From an optimization exercise on the open Yosys and OpenROAD flow, aimed at small area and a short achievable clock period; shortcuts taken in it are not production practice. No functional check of the RTL was part of this run. No activity file was given, so power comes from the tool's default toggle rates.

==> design/flow/design.v <==
module KF6845_Bus_Control_Logic (
    input   logic           clock,
    input   logic           reset,
    input   logic           CS_N,
    input   logic           RS,
    input   logic           ENABLE,
    input   logic           R_OR_W,
    input   logic   [7:0]   D_IN,
    output  logic   [7:0]   internal_data_bus,
    output  logic   [15:0]  write_register,
    output  logic           read_next,
    output  logic   [4:0]   address
);
    logic   [7:0]   latch_data;
    always_ff @(posedge clock) begin
        latch_data  <= D_IN;
    end
    assign  internal_data_bus   = latch_data;
    logic           wr_addr_arm;
    logic           wr_reg_arm;
    wire    sel_wr  = ENABLE & ~CS_N & ~R_OR_W;
    assign  read_next   = ENABLE & ~CS_N &  R_OR_W & RS;
    always_ff @(posedge clock, posedge reset) begin
        if (reset) begin
            wr_addr_arm     <= 1'b0;
            wr_reg_arm      <= 1'b0;
        end
        else begin
            wr_addr_arm     <= sel_wr & ~RS;
            wr_reg_arm      <= sel_wr &  RS;
        end
    end
    always_ff @(posedge clock, posedge reset) begin
        if (reset)
            address             <= 5'h00;
        else if (wr_addr_arm & ~ENABLE)
            address             <= latch_data[4:0];
    end
    wire    write_reg   = wr_reg_arm & ~ENABLE;
    genvar i;
    generate
        for (i = 0; i < 16; i = i + 1) begin : g_we
            assign  write_register[i]   = write_reg & (address == i);
        end
    endgenerate
endmodule
module KF6845_Horizontal_Control (
    input   logic           clock,
    input   logic           video_clock_enable,
    input   logic           reset,
    input   logic   [7:0]   internal_data_bus,
    input   logic           write_horizontal_total_register,
    input   logic           write_horizontal_displayed_register,
    input   logic           write_horizontal_sync_position_register,
    input   logic           write_horizontal_sync_width_register,
    output  logic           Horizontal,
    output  logic           Horizontal_Half,
    output  logic           Horizontal_End,
    output  logic           H_Display,
    output  logic           HSYNC
);
    logic   [7:0]   horizontal_total;
    logic   [7:0]   horizontal_displayed;
    logic   [7:0]   horizontal_sync_position;
    logic   [3:0]   horizontal_sync_width;
    always_ff @(posedge clock, posedge reset) begin
        if (reset) begin
            horizontal_total            <= 8'h00;
            horizontal_displayed        <= 8'h00;
            horizontal_sync_position    <= 8'h00;
            horizontal_sync_width       <= 4'h0;
        end
        else begin
            if (write_horizontal_total_register)
                horizontal_total            <= internal_data_bus;
            if (write_horizontal_displayed_register)
                horizontal_displayed        <= internal_data_bus;
            if (write_horizontal_sync_position_register)
                horizontal_sync_position    <= internal_data_bus;
            if (write_horizontal_sync_width_register)
                horizontal_sync_width       <= internal_data_bus[3:0];
        end
    end
    logic   [7:0]   counter_plus_one;
    wire    [7:0]   next_horizontal_counter = Horizontal ? 8'h00 : counter_plus_one;
    always_ff @(posedge clock, posedge reset) begin
        if (reset)
            counter_plus_one    <= 8'h00;
        else if (video_clock_enable)
            counter_plus_one    <= next_horizontal_counter + 8'h01;
    end
    wire    wire_Horizontal         = (next_horizontal_counter == horizontal_total);
    wire    wire_Horizontal_Half    = (next_horizontal_counter == {1'b0, horizontal_total[7:1]});
    wire    wire_Horizontal_End     = (next_horizontal_counter == horizontal_displayed);
    wire    wire_Sync_Start         = (next_horizontal_counter == horizontal_sync_position);
    logic   [3:0]   horizontal_sync_width_counter;
    logic           reset_horizontal_sync_width;
    wire    [3:0]   next_horizontal_sync_width_counter =
                        reset_horizontal_sync_width ? 4'h0 :
                        HSYNC ? horizontal_sync_width_counter + 4'h1 : horizontal_sync_width_counter;
    wire    wire_reset_horizontal_sync_width = (next_horizontal_sync_width_counter == horizontal_sync_width);
    always_ff @(posedge clock, posedge reset) begin
        if (reset) begin
            horizontal_sync_width_counter   <= 4'h0;
            reset_horizontal_sync_width     <= 1'b0;
            Horizontal                      <= 1'b0;
            Horizontal_Half                 <= 1'b0;
            Horizontal_End                  <= 1'b0;
            H_Display                       <= 1'b0;
            HSYNC                           <= 1'b0;
        end
        else if (video_clock_enable) begin
            horizontal_sync_width_counter   <= next_horizontal_sync_width_counter;
            reset_horizontal_sync_width     <= wire_reset_horizontal_sync_width;
            Horizontal                      <= wire_Horizontal;
            Horizontal_Half                 <= wire_Horizontal_Half;
            Horizontal_End                  <= wire_Horizontal_End;
            H_Display                       <= ~wire_Horizontal_End & (wire_Horizontal | H_Display);
            HSYNC                           <= ~wire_reset_horizontal_sync_width & (wire_Sync_Start | HSYNC);
        end
    end
endmodule
module KF6845_Vertical_Control (
    input   logic           clock,
    input   logic           video_clock_enable,
    input   logic           reset,
    input   logic   [7:0]   internal_data_bus,
    input   logic           write_vertical_total_register,
    input   logic           write_vertical_total_adjust_register,
    input   logic           write_vertical_displayed_register,
    input   logic           write_vertical_sync_position_register,
    input   logic           write_interlace_mode_register,
    input   logic           write_maximum_scan_line_register,
    input   logic           Horizontal,
    input   logic           Horizontal_Half,
    output  logic           V_total_at,
    output  logic           Scanline_End_at,
    output  logic           V_Display,
    output  logic   [4:0]   RA,
    output  logic           VSYNC
);
    function automatic logic inc_eq7(input logic [6:0] a, input logic [6:0] b);
        logic [6:0] diff;
        logic [6:0] ones_below;
        integer i;
        begin
            diff = a ^ b;
            for (i = 0; i < 7; i = i + 1)
                ones_below[i] = ~|(~a & ((7'd1 << i) - 7'd1));
            inc_eq7 = (diff == ones_below);
        end
    endfunction
    function automatic logic inc_eq5(input logic [4:0] a, input logic [4:0] b);
        logic [4:0] diff;
        logic [4:0] ones_below;
        integer i;
        begin
            diff = a ^ b;
            for (i = 0; i < 5; i = i + 1)
                ones_below[i] = ~|(~a & ((5'd1 << i) - 5'd1));
            inc_eq5 = (diff == ones_below);
        end
    endfunction
    function automatic logic inc_eq4(input logic [3:0] a, input logic [3:0] b);
        logic [3:0] diff;
        logic [3:0] ones_below;
        integer i;
        begin
            diff = a ^ b;
            for (i = 0; i < 4; i = i + 1)
                ones_below[i] = ~|(~a & ((4'd1 << i) - 4'd1));
            inc_eq4 = (diff == ones_below);
        end
    endfunction
    function automatic logic inc2_eq5(input logic [4:0] a, input logic [4:0] b);
        inc2_eq5 = (a[0] == b[0]) & inc_eq4(a[4:1], b[4:1]);
    endfunction
    logic   [6:0]   vertical_total;
    logic   [4:0]   vertical_total_adjust;
    logic   [6:0]   vertical_displayed;
    logic   [6:0]   vertical_sync_position_m1;     
    logic   [1:0]   interlace_mode;
    logic   [4:0]   maximum_scan_line;
    always_ff @(posedge clock, posedge reset) begin
        if (reset) begin
            vertical_total              <= 7'h00;
            vertical_total_adjust       <= 5'h00;
            vertical_displayed          <= 7'h00;
            vertical_sync_position_m1   <= 7'h3E;
            interlace_mode              <= 2'b00;
            maximum_scan_line           <= 5'h00;
        end
        else begin
            if (write_vertical_total_register)
                vertical_total          <= internal_data_bus[6:0];
            if (write_vertical_total_adjust_register)
                vertical_total_adjust   <= internal_data_bus[4:0];
            if (write_vertical_displayed_register)
                vertical_displayed      <= internal_data_bus[6:0];
            if (write_vertical_sync_position_register)
                vertical_sync_position_m1   <= internal_data_bus[6:0] - 7'h01;
            if (write_interlace_mode_register)
                interlace_mode          <= internal_data_bus[1:0];
            if (write_maximum_scan_line_register)
                maximum_scan_line       <= internal_data_bus[4:0];
        end
    end
    logic   [4:0]   scan_line_counter;
    logic   [6:0]   character_row_counter;
    logic           interlace_video;     
    logic           odd_or_even;
    logic           Vadjust;
    logic   [3:0]   Vsync_counter;
    logic           Vsync_odd;
    logic           Vsync_even;
    wire    scan_line_match = (scan_line_counter == maximum_scan_line);
    wire    row_match       = (character_row_counter == vertical_total);
    wire    adjust_zero     = ~|vertical_total_adjust;
    wire    adjust_match    = (scan_line_counter == vertical_total_adjust);
    wire    adjust_match_m1 = inc_eq5(scan_line_counter, vertical_total_adjust);
    wire    v_total_match   = odd_or_even ? (adjust_zero ? row_match : (Vadjust & adjust_match_m1))
                                          : (Vadjust & adjust_match);
    assign  Scanline_End_at = Horizontal & scan_line_match;
    assign  V_total_at      = Horizontal & v_total_match;
    wire    vdisp_zero  = ~|vertical_displayed;
    wire    vdisp_inc   = inc_eq7(character_row_counter, vertical_displayed);
    wire    vdisp_hold  = (character_row_counter == vertical_displayed);
    wire    vsp_zero    = &vertical_sync_position_m1;
    wire    vsp_inc     = (character_row_counter == vertical_sync_position_m1);
    wire    v_display_hold  = ~vdisp_hold & V_Display;
    wire    v_display_event = V_total_at      ? ~vdisp_zero :
                              Scanline_End_at ? (~vdisp_inc & V_Display) : v_display_hold;
    wire    vsync_start     = Scanline_End_at & (V_total_at ? vsp_zero : vsp_inc);
    always_ff @(posedge clock, posedge reset) begin
        if (reset) begin
            scan_line_counter       <= 5'h00;
            character_row_counter   <= 7'h00;
            interlace_video         <= 1'b0;
            odd_or_even             <= 1'b1;
            Vadjust                 <= 1'b0;
            V_Display               <= 1'b0;
            RA                      <= 5'h00;
            Vsync_counter           <= 4'h0;
            Vsync_odd               <= 1'b0;
            Vsync_even              <= 1'b0;
        end
        else begin
            V_Display               <= video_clock_enable ? v_display_event : v_display_hold;
            if (video_clock_enable) begin
                if (V_total_at)
                    character_row_counter   <= 7'h00;
                else if (Scanline_End_at)
                    character_row_counter   <= character_row_counter + 7'h01;
                if (V_total_at) begin
                    interlace_video     <= &interlace_mode;
                    odd_or_even         <= ~interlace_mode[0] | ~odd_or_even;
                end
                if (V_total_at)
                    Vadjust             <= 1'b0;
                else if (Scanline_End_at & row_match)
                    Vadjust             <= 1'b1;
                if (Horizontal) begin
                    if (v_total_match | scan_line_match) begin
                        scan_line_counter   <= 5'h00;
                        RA                  <= {4'h0, interlace_video & odd_or_even};
                    end
                    else begin
                        scan_line_counter   <= scan_line_counter + 5'h01;
                        RA                  <= RA + {3'h0, interlace_video, ~interlace_video};
                    end
                    if (vsync_start) begin
                        Vsync_odd           <= 1'b1;
                        Vsync_counter       <= 4'h0;
                    end
                    else begin
                        if (&Vsync_counter)
                            Vsync_odd       <= 1'b0;
                        Vsync_counter       <= Vsync_counter + 4'h1;
                    end
                end
                if (Horizontal_Half)
                    Vsync_even          <= Vsync_odd;
            end
        end
    end
    assign  VSYNC   = odd_or_even ? Vsync_odd : Vsync_even;
endmodule
module KF6845_Linear_Address_Generator (
    input   logic           clock,
    input   logic           video_clock_enable,
    input   logic           reset,
    input   logic   [7:0]   internal_data_bus,
    input   logic           write_start_address_h_register,
    input   logic           write_start_address_l_register,
    input   logic           Horizontal,
    input   logic           Horizontal_End,
    input   logic           V_total_at,
    input   logic           Scanline_End_at,
    output  logic   [13:0]  MA
);
    logic   [13:0]  start_address;
    always_ff @(posedge clock, posedge reset) begin
        if (reset)
            start_address   <= 14'h0;
        else begin
            if (write_start_address_h_register)
                start_address[13:8] <= internal_data_bus[5:0];
            if (write_start_address_l_register)
                start_address[7:0]  <= internal_data_bus;
        end
    end
    wire    [13:0]  increment_ma = MA + 14'h1;
    logic   [13:0]  retrace_ma;
    logic   [13:0]  next_line_ma;
    wire    [13:0]  line_ma = V_total_at ? start_address :
                              Scanline_End_at ? next_line_ma : retrace_ma;
    always_ff @(posedge clock, posedge reset) begin
        if (reset) begin
            retrace_ma      <= 14'h0;
            next_line_ma    <= 14'h0;
            MA              <= 14'h0;
        end
        else if (video_clock_enable) begin
            if (Horizontal)
                retrace_ma  <= line_ma;
            if (Horizontal_End)
                next_line_ma    <= increment_ma;
            MA              <= Horizontal ? line_ma : increment_ma;
        end
    end
endmodule
module KF6845_Cursor (
    input   logic           clock,
    input   logic           video_clock_enable,
    input   logic           reset,
    input   logic   [7:0]   internal_data_bus_in,
    input   logic           write_cursor_start_register,
    input   logic           write_cursor_end_register,
    input   logic           write_cursor_h_register,
    input   logic           write_cursor_l_register,
    output  logic   [13:0]  cursor_address,
    input   logic           V_total_at,
    input   logic   [4:0]   RA,
    input   logic   [13:0]  MA,
    output  logic           CURSOR
);
    logic   [1:0]   blink_config;
    logic   [4:0]   cursor_start;
    logic   [4:0]   cursor_end;
    always_ff @(posedge clock, posedge reset) begin
        if (reset) begin
            blink_config            <= 2'h1;
            cursor_start            <= 5'h0;
            cursor_end              <= 5'h0;
            cursor_address          <= 14'h0;
        end
        else begin
            if (write_cursor_start_register) begin
                blink_config        <= internal_data_bus_in[6:5];
                cursor_start        <= internal_data_bus_in[4:0];
            end
            if (write_cursor_end_register)
                cursor_end          <= internal_data_bus_in[4:0];
            if (write_cursor_h_register)
                cursor_address[13:8] <= internal_data_bus_in[5:0];
            if (write_cursor_l_register)
                cursor_address[7:0] <= internal_data_bus_in;
        end
    end
    logic   [4:0]   field_rate_counter;
    logic           cursor_on;
    wire    V_total = video_clock_enable & V_total_at;
    always_ff @(posedge clock, posedge reset) begin
        if (reset) begin
            field_rate_counter      <= 5'h0;
            cursor_on               <= 1'b0;
        end
        else begin
            if (V_total)
                field_rate_counter  <= field_rate_counter + 5'h1;
            if (~blink_config[1])
                cursor_on           <= ~blink_config[0];
            else if (V_total & ~|field_rate_counter[3:0] & (~blink_config[0] | ~field_rate_counter[4]))
                cursor_on           <= ~cursor_on;
        end
    end
    wire    cursor_character = (cursor_address == MA);
    wire    cursor_scanline  = (cursor_start <= RA) && (RA <= cursor_end);
    assign  CURSOR  = cursor_character & cursor_scanline & cursor_on;
endmodule
module KF6845_Light_Pen (
    input   logic           clock,
    input   logic           video_clock_enable,
    input   logic           reset,
    output  logic   [13:0]  light_pen,
    output  logic   [13:0]  next_light_pen,
    input   logic   [13:0]  MA,
    input   logic           LPSTB
);
    logic   prev_lpstb;
    always_ff @(posedge clock, posedge reset) begin
        if (reset)
            prev_lpstb      <= 1'b1;
        else if (video_clock_enable)
            prev_lpstb      <= LPSTB;
    end
    assign  next_light_pen  = (video_clock_enable & ~prev_lpstb & LPSTB) ? MA : light_pen;
    always_ff @(posedge clock, posedge reset) begin
        if (reset)
            light_pen       <= 14'h0;
        else
            light_pen       <= next_light_pen;
    end
endmodule
module KF6845 (
    input   logic           clock,
    input   logic           video_clock_enable,
    input   logic           reset,
    input   logic           CS_N,
    input   logic           RS,
    input   logic           ENABLE,
    input   logic           R_OR_W,
    input   logic   [7:0]   D_IN,
    output  logic   [7:0]   D_OUT,
    input   logic           LPSTB,
    output  logic           CURSOR,
    output  logic           HSYNC,
    output  logic           VSYNC,
    output  logic   [4:0]   RA,
    output  logic   [13:0]  MA,
    output  logic           DE
);
    logic   [7:0]   internal_data_bus;
    logic   [15:0]  write_register;
    logic           read_next;
    logic   [4:0]   address;
    logic   [13:0]  next_light_pen;
    logic           Horizontal;
    logic           Horizontal_Half;
    logic           Horizontal_End;
    logic           H_Display;
    logic           V_Display;
    logic           V_total_at;
    logic           Scanline_End_at;
    logic           CURSOR_Buffer;
    logic           HSYNC_Buffer;
    logic           VSYNC_Buffer;
    logic   [4:0]   RA_Buffer;
    logic   [13:0]  MA_Buffer;
    logic   [13:0]  cursor_address;
    logic   [13:0]  light_pen;
    KF6845_Bus_Control_Logic u_Bus_Control_Logic (
        .clock                                      (clock),
        .reset                                      (reset),
        .CS_N                                       (CS_N),
        .RS                                         (RS),
        .ENABLE                                     (ENABLE),
        .R_OR_W                                     (R_OR_W),
        .D_IN                                       (D_IN),
        .internal_data_bus                          (internal_data_bus),
        .write_register                             (write_register),
        .read_next                                  (read_next),
        .address                                    (address)
    );
    KF6845_Horizontal_Control u_Horizontal_Control (
        .clock                                      (clock),
        .video_clock_enable                         (video_clock_enable),
        .reset                                      (reset),
        .internal_data_bus                          (internal_data_bus),
        .write_horizontal_total_register            (write_register[0]),
        .write_horizontal_displayed_register        (write_register[1]),
        .write_horizontal_sync_position_register    (write_register[2]),
        .write_horizontal_sync_width_register       (write_register[3]),
        .Horizontal                                 (Horizontal),
        .Horizontal_Half                            (Horizontal_Half),
        .Horizontal_End                             (Horizontal_End),
        .H_Display                                  (H_Display),
        .HSYNC                                      (HSYNC_Buffer)
    );
    KF6845_Vertical_Control u_Vertical_Control (
        .clock                                      (clock),
        .video_clock_enable                         (video_clock_enable),
        .reset                                      (reset),
        .internal_data_bus                          (internal_data_bus),
        .write_vertical_total_register              (write_register[4]),
        .write_vertical_total_adjust_register       (write_register[5]),
        .write_vertical_displayed_register          (write_register[6]),
        .write_vertical_sync_position_register      (write_register[7]),
        .write_interlace_mode_register              (write_register[8]),
        .write_maximum_scan_line_register           (write_register[9]),
        .Horizontal                                 (Horizontal),
        .Horizontal_Half                            (Horizontal_Half),
        .V_total_at                                 (V_total_at),
        .V_Display                                  (V_Display),
        .Scanline_End_at                            (Scanline_End_at),
        .RA                                         (RA_Buffer),
        .VSYNC                                      (VSYNC_Buffer)
    );
    KF6845_Linear_Address_Generator u_Linear_Address_Generator (
        .clock                                      (clock),
        .video_clock_enable                         (video_clock_enable),
        .reset                                      (reset),
        .internal_data_bus                          (internal_data_bus),
        .write_start_address_h_register             (write_register[12]),
        .write_start_address_l_register             (write_register[13]),
        .Horizontal                                 (Horizontal),
        .Horizontal_End                             (Horizontal_End),
        .V_total_at                                 (V_total_at),
        .Scanline_End_at                            (Scanline_End_at),
        .MA                                         (MA_Buffer)
    );
    KF6845_Cursor u_Cursor (
        .clock                                      (clock),
        .video_clock_enable                         (video_clock_enable),
        .reset                                      (reset),
        .internal_data_bus_in                       (internal_data_bus),
        .write_cursor_start_register                (write_register[10]),
        .write_cursor_end_register                  (write_register[11]),
        .write_cursor_h_register                    (write_register[14]),
        .write_cursor_l_register                    (write_register[15]),
        .cursor_address                             (cursor_address),
        .V_total_at                                 (V_total_at),
        .RA                                         (RA_Buffer),
        .MA                                         (MA_Buffer),
        .CURSOR                                     (CURSOR_Buffer)
    );
    KF6845_Light_Pen u_Light_Pen (
        .clock                                      (clock),
        .video_clock_enable                         (video_clock_enable),
        .reset                                      (reset),
        .light_pen                                  (light_pen),
        .next_light_pen                             (next_light_pen),
        .MA                                         (MA),
        .LPSTB                                      (LPSTB)
    );
    logic   [7:0]   read_data;
    always_comb begin
        case (address)
            5'h0E:   read_data  = {2'b00, cursor_address[13:8]};
            5'h0F:   read_data  = cursor_address[7:0];
            5'h10:   read_data  = {2'b00, next_light_pen[13:8]};
            5'h11:   read_data  = next_light_pen[7:0];
            default: read_data  = 8'hFF;
        endcase
    end
    logic   [7:0]   D_OUT_n;
    always_ff @(posedge clock, posedge reset) begin
        if (reset)
            D_OUT_n <= 8'h00;
        else
            D_OUT_n <= read_next ? ~read_data : 8'h00;
    end
    assign  D_OUT   = ~D_OUT_n;
    always_ff @(posedge clock, posedge reset) begin
        if (reset) begin
            CURSOR  <= 1'b0;
            HSYNC   <= 1'b0;
            VSYNC   <= 1'b0;
            RA      <= 5'h0;
            MA      <= 14'h0;
            DE      <= 1'b0;
        end
        else begin
            CURSOR  <= CURSOR_Buffer;
            HSYNC   <= HSYNC_Buffer;
            VSYNC   <= VSYNC_Buffer;
            RA      <= RA_Buffer;
            MA      <= MA_Buffer;
            DE      <= H_Display & V_Display;
        end
    end
endmodule
==> design/flow/flow/run.sh <==
#!/bin/bash
set -euo pipefail
export BUFFER_PORTS_ARGS="-buffer_cell sky130_fd_sc_hd__buf_4"
export CTS_ARGS="-sink_clustering_enable -repair_clock_nets -sink_clustering_size 16 -sink_clustering_max_diameter 60 -buf_list sky130_fd_sc_hd__clkbuf_8 -dont_use_dummy_load"
bash standard.sh finish > flow_make.log 2>&1
==> design/flow/standard.sh <==
#!/bin/bash
# synth_recipe.tcl (not shown) runs the flow's synth.tcl, then flattens the netlist and writes it again
# the make line also repeats each setting of config.mk as NAME=value (left out here)
make -C /OpenROAD-flow-scripts/flow DESIGN_CONFIG=/design/flow/config.mk WORK_HOME=/design/flow/orfs CLKGATE_MAP_FILE= SYNTH_SCRIPT=/design/flow/synth_recipe.tcl "${@:-finish}"
==> design/flow/config.mk <==
export PLATFORM = sky130hd
export DESIGN_NAME = KF6845
export DESIGN_NICKNAME = KF6845
export VERILOG_FILES = /design/flow/design.v
export SDC_FILE = /design/flow/constraint.sdc
export NUM_CORES = 4
export LEC_CHECK = 0
export ABC_AREA = 1
export CAP_MARGIN = 20
export CORE_MARGIN = 2
export CORE_UTILIZATION = 60
export PLACE_DENSITY = 0.75
export SETUP_SLACK_MARGIN = 2.05
export SLEW_MARGIN = 20
==> design/flow/constraint.sdc <==
create_clock -name core_clock -period 4.0 [get_ports {clock}]
set_input_delay 0.8000 -clock core_clock [delete_from_list [all_inputs] [get_ports {clock}]]
set_output_delay 0.8000 -clock core_clock [all_outputs]
set_load 0.01 [all_outputs]
==> flow_metrics.py <==
metrics = {
    "floorplan": {
        "die_x_um": 146.4,
        "core.rowCount": 52,
        "coreArea_mm2": 0.02004,
        "start_util_pct": 60.69,
        "dieArea_mm2": 0.02142,
        "die_h_um": 146.4,
        "io_pins": 47,
    },
    "finish": {
        "diodes": 0,
        "final_util_pct": 68.87,
        "fillCellCount": 1599,
        "final_layout_size_suffix_gt1_share_pct": 18.42,
        "syn_to_final_growth_pct": 13.48,
        "fin_nets": 1487,
        "multi_input_area_mm2": 0.005390,
        "seq_area_mm2": 0.006369,
    },
    "sta": {
        "setup_violations": 0,
        "slew_violations": 0,
        "fin_worst_skew_ns": 0.02935,
        "fmax_mhz": 471.7,
        "whs_ns": 0.2425,
        "rsz0062_at_grt": "yes",
        "hold_viol": 0,
        "tightestPinTransition_ns": 0.8932,
        "timing.final.crit_period_ns": 2.120,
        "timing.final.crit_share_pct": 53.01,
        "timing.slew.headroom_pct": 40.39,
    },
    "power_and_ir_drop": {
        "ir_drop_mv": 0.2521,
        "p_leak_uw": 0.006582,
        "p_per_area_mw_per_mm2": 482.2,
    },
    "placed_design": {
        "gp_congestion": 0.8726,
        "portBuffers": 46,
        "hpwl_mm": 18.96,
    },
    "outcome": {
        "status": "timing/DRC/antenna clean",
    },
    "worst_setup_path": {
        "critPathRequiredTime_ns": 4.42,
        "end_kind": "register",
        "path_cells": "ha_4 -> ha_4 -> nand2_2 -> nand2_2 -> nor2_2 -> nand3_2 -> nand3_4 -> buf_4 -> nand3_4 -> buf_4 -> nand2_1 -> nand2_1 -> nand2_2 -> nand2_1",
        "path_max_fanout": 8,
        "reg2reg_slack_ns": 1.88,
        "crit_slowest_cell": "dfrtp_2",
        "slowest_delay_ns": 0.47,
        "cp.arrival_ns": 2.55,
        "path_class": "reg2reg",
        "crit_path_start_kind": "register",
    },
    "synth": {
        "synth_seq_area_share_pct": 52.22,
        "synth_top_area_share_pct": 49.18,
        "syn_area_mm2": 0.01216,
        "synth_nets": 1411,
        "synthFlopType": "dfrtp_1",
        "syn_area_per_cell_um2": 8.877,
        "synthTopCellsByCount": "nand2_1 (347), dfrtp_1 (239), o21ai_0 (152)",
        "synth_most_common_cell": "nand2_1",
        "synth_top_cell_by_area": "dfrtp_1",
        "yosysWarnings": 7,
        "synth_cell_type_count": 50,
        "async_reset_ff_share_pct": 96.86,
        "netlist_instances": 1370,
        "ys_seq_elements": 255,
        "synth.area.top_cells": "dfrtp_1 (49%), nand2_1 (11%), o21ai_0 (6.3%)",
        "synth-edff-count": 0,
    },
    "clock_network": {
        "cts_hold_buf": 0,
        "cts_tree": "done",
        "cts.path.max_buffers": 3,
        "clk_pin_slew_ns": 0.11,
        "cts.sinks": 255,
        "cts_buffers": 21,
        "cts_root_buf": "clkbuf_8",
        "htreeDepth": 1,
        "clock_latency_ns": 0.55,
    },
    "detailed_routing": {
        "vias_per_cell": 5.593,
        "drt-initial-drc-count": 721,
        "routedWlPerCell_um": 17.42,
        "route.detailed.drc": 0,
        "via_count": 9587,
        "postRouteAntennaNets": 0,
        "wirelength_mm": 29.86,
        "dr.pass1.iters": 5,
    },
    "grt": {
        "grt_pass1_vias": 9060,
        "grt_first_pass_wirelength_mm": 46.69,
        "grt_max_degree": 133,
        "grt_usage_pct": 27.17,
        "antenna_found_initial": 0,
        "gr-total-overflow": 0,
    },
    "hold_path": {
        "worst_hold_path_type": "in2async",
    },
    "job": {
        "drv_cap": 0,
    },
}
state kept, by name (all words and copies together) (netlist names), 14 cells and up:
register                                  count
MA                                           14
u_Linear_Address_Generator.next_line_ma      14
u_Cursor.cursor_address                      14
u_Linear_Address_Generator.MA                14
u_Light_Pen.light_pen                        14
u_Linear_Address_Generator.start_address     14
u_Linear_Address_Generator.retrace_ma        14
metal layers:
| metal | global-route usage (%) | share of wire [%] | up-vias | routed length, um |
|---|---|---|---|---|
| li1 | - | - | 4580 | - |
| met1 | 38.84 | 43 | 4644 | 12960 |
| met2 | 44.50 | 47 | 302 | 14170 |
| met3 | 3.375 | 6.2 | 61 | 1861 |
| met4 | 7.427 | 2.9 | 0 | 867 |
| met5 | 0 | 0 | - | 0 |
power by group:
group          switching, uW  internal [uW]
clock                    809            472
sequential               409           3000
combinational           1140            831
total                   2360           4300
area by class of cell:
cell class                 count  share of cell area, %
tap                          270                  2.448
timing repair inverter         1                0.08160
timing repair buffer          92                  5.784
multi-input combinational    920                  39.06
inverter                     155                  4.388
sequential                   255                  46.15
clock buffer                  21                  2.094
metrics by stage:
step                      TNS, ns  cells  total power, uW  setup WS (ns)  area [um^2]
final                           0   1714             6655          1.880        13800
after global routing            0   1714             7071          1.806        13800
after CTS                       0   1696             6479          1.947        13310
after detailed placement        0   1649             5121          1.344        12700
after global placement          0   1649             5052          1.394        12700
after floorplan            -9.370   1370             4587       -0.03921        12170
cell usage in the layout (no fill, tap or decap), types with 22 or more instances in the layout:
cell / n
nand3_2: 30
xor2_1: 53
o21ai_0: 144
inv_1: 140
nand3_1: 58
xnor2_1: 34
dfrtp_1: 225
buf_4: 73
nand2_1: 333
nor2_1: 48
ha_1: 22
clkbuf_8: 22
path summary, 6_finish.rpt:
path / start / to / depth (start not counted)
setup reg to reg: u_Vertical_Control.scan_line_counter[1] / u_Linear_Address_Generator.MA[2] / 14
max in group asynchronous: reset / u_Vertical_Control.scan_line_counter[0] / 3
setup / recovery: u_Vertical_Control.scan_line_counter[1] / u_Linear_Address_Generator.MA[2] / 14
hold / removal: reset / u_Bus_Control_Logic.wr_reg_arm / 2
min in group core_clock: D_IN[5] / u_Bus_Control_Logic.latch_data[5] / 1
hold reg to reg: u_Vertical_Control.RA[2] / RA[2] / 0
critical path: cells and delay by family, from the launching register on:
| family | cells | cell delay [ns] |
|---|---|---|
| DFF | 1 | 0.47 |
| buffers and inverters | 2 | 0.33 |
| adders and majority gates | 2 | 0.35 |
| and+or+nand+nor | 10 | 0.84 |
logic make-up after synthesis:
family	after synthesis	share of synthesized area [%]
DFF	255	52.22
xor gates and xnor gates	89	6.471
buffers and inverters	201	6.677
and+or+nand+nor	572	20.88
muxes	15	1.379
AOI/OAI and AO/OA	213	9.732
adders and majority gates	25	2.634
timing repair:
| action | CTS | global route |
|---|---|---|
| resized for setup | 35 | 95 |
| pin swaps | 6 | 40 |
| setup endpoints to repair | 109 | 128 |
| setup buffers | 22 | 15 |
| cloned | 4 | 3 |

## what the ideal ports hide
No port has a modelled driver above. Below, the same layout with a new extraction and two added sets of constraints. Step 1 (the two cells are an assumption about what drives the block):
set clk [get_ports {clock}]
set_driving_cell -lib_cell sky130_fd_sc_hd__clkbuf_16 $clk
set_driving_cell -lib_cell sky130_fd_sc_hd__buf_2 [delete_from_list [all_inputs] $clk]
Step 2 also shifts input and output timing later by t, the mid clock arrival at the registers, as if the neighbouring blocks saw the same clock. a / b / c = ideal / step 1 / step 2; a / b = the first two.
shift t [ns]: 0.577
setup slack, ns: 1.880 / 1.880 / 1.588
hold WS [ns]: 0.242 / 0.225 / 0.427
worst setup path after step 2: input to register
worst register clock-pin slew, ns: 0.11 / 0.11
After both steps this run still meets setup and hold. For this run, drivers alone change the setup slack by 0.000 ns; drivers and shift together by -0.292 ns.
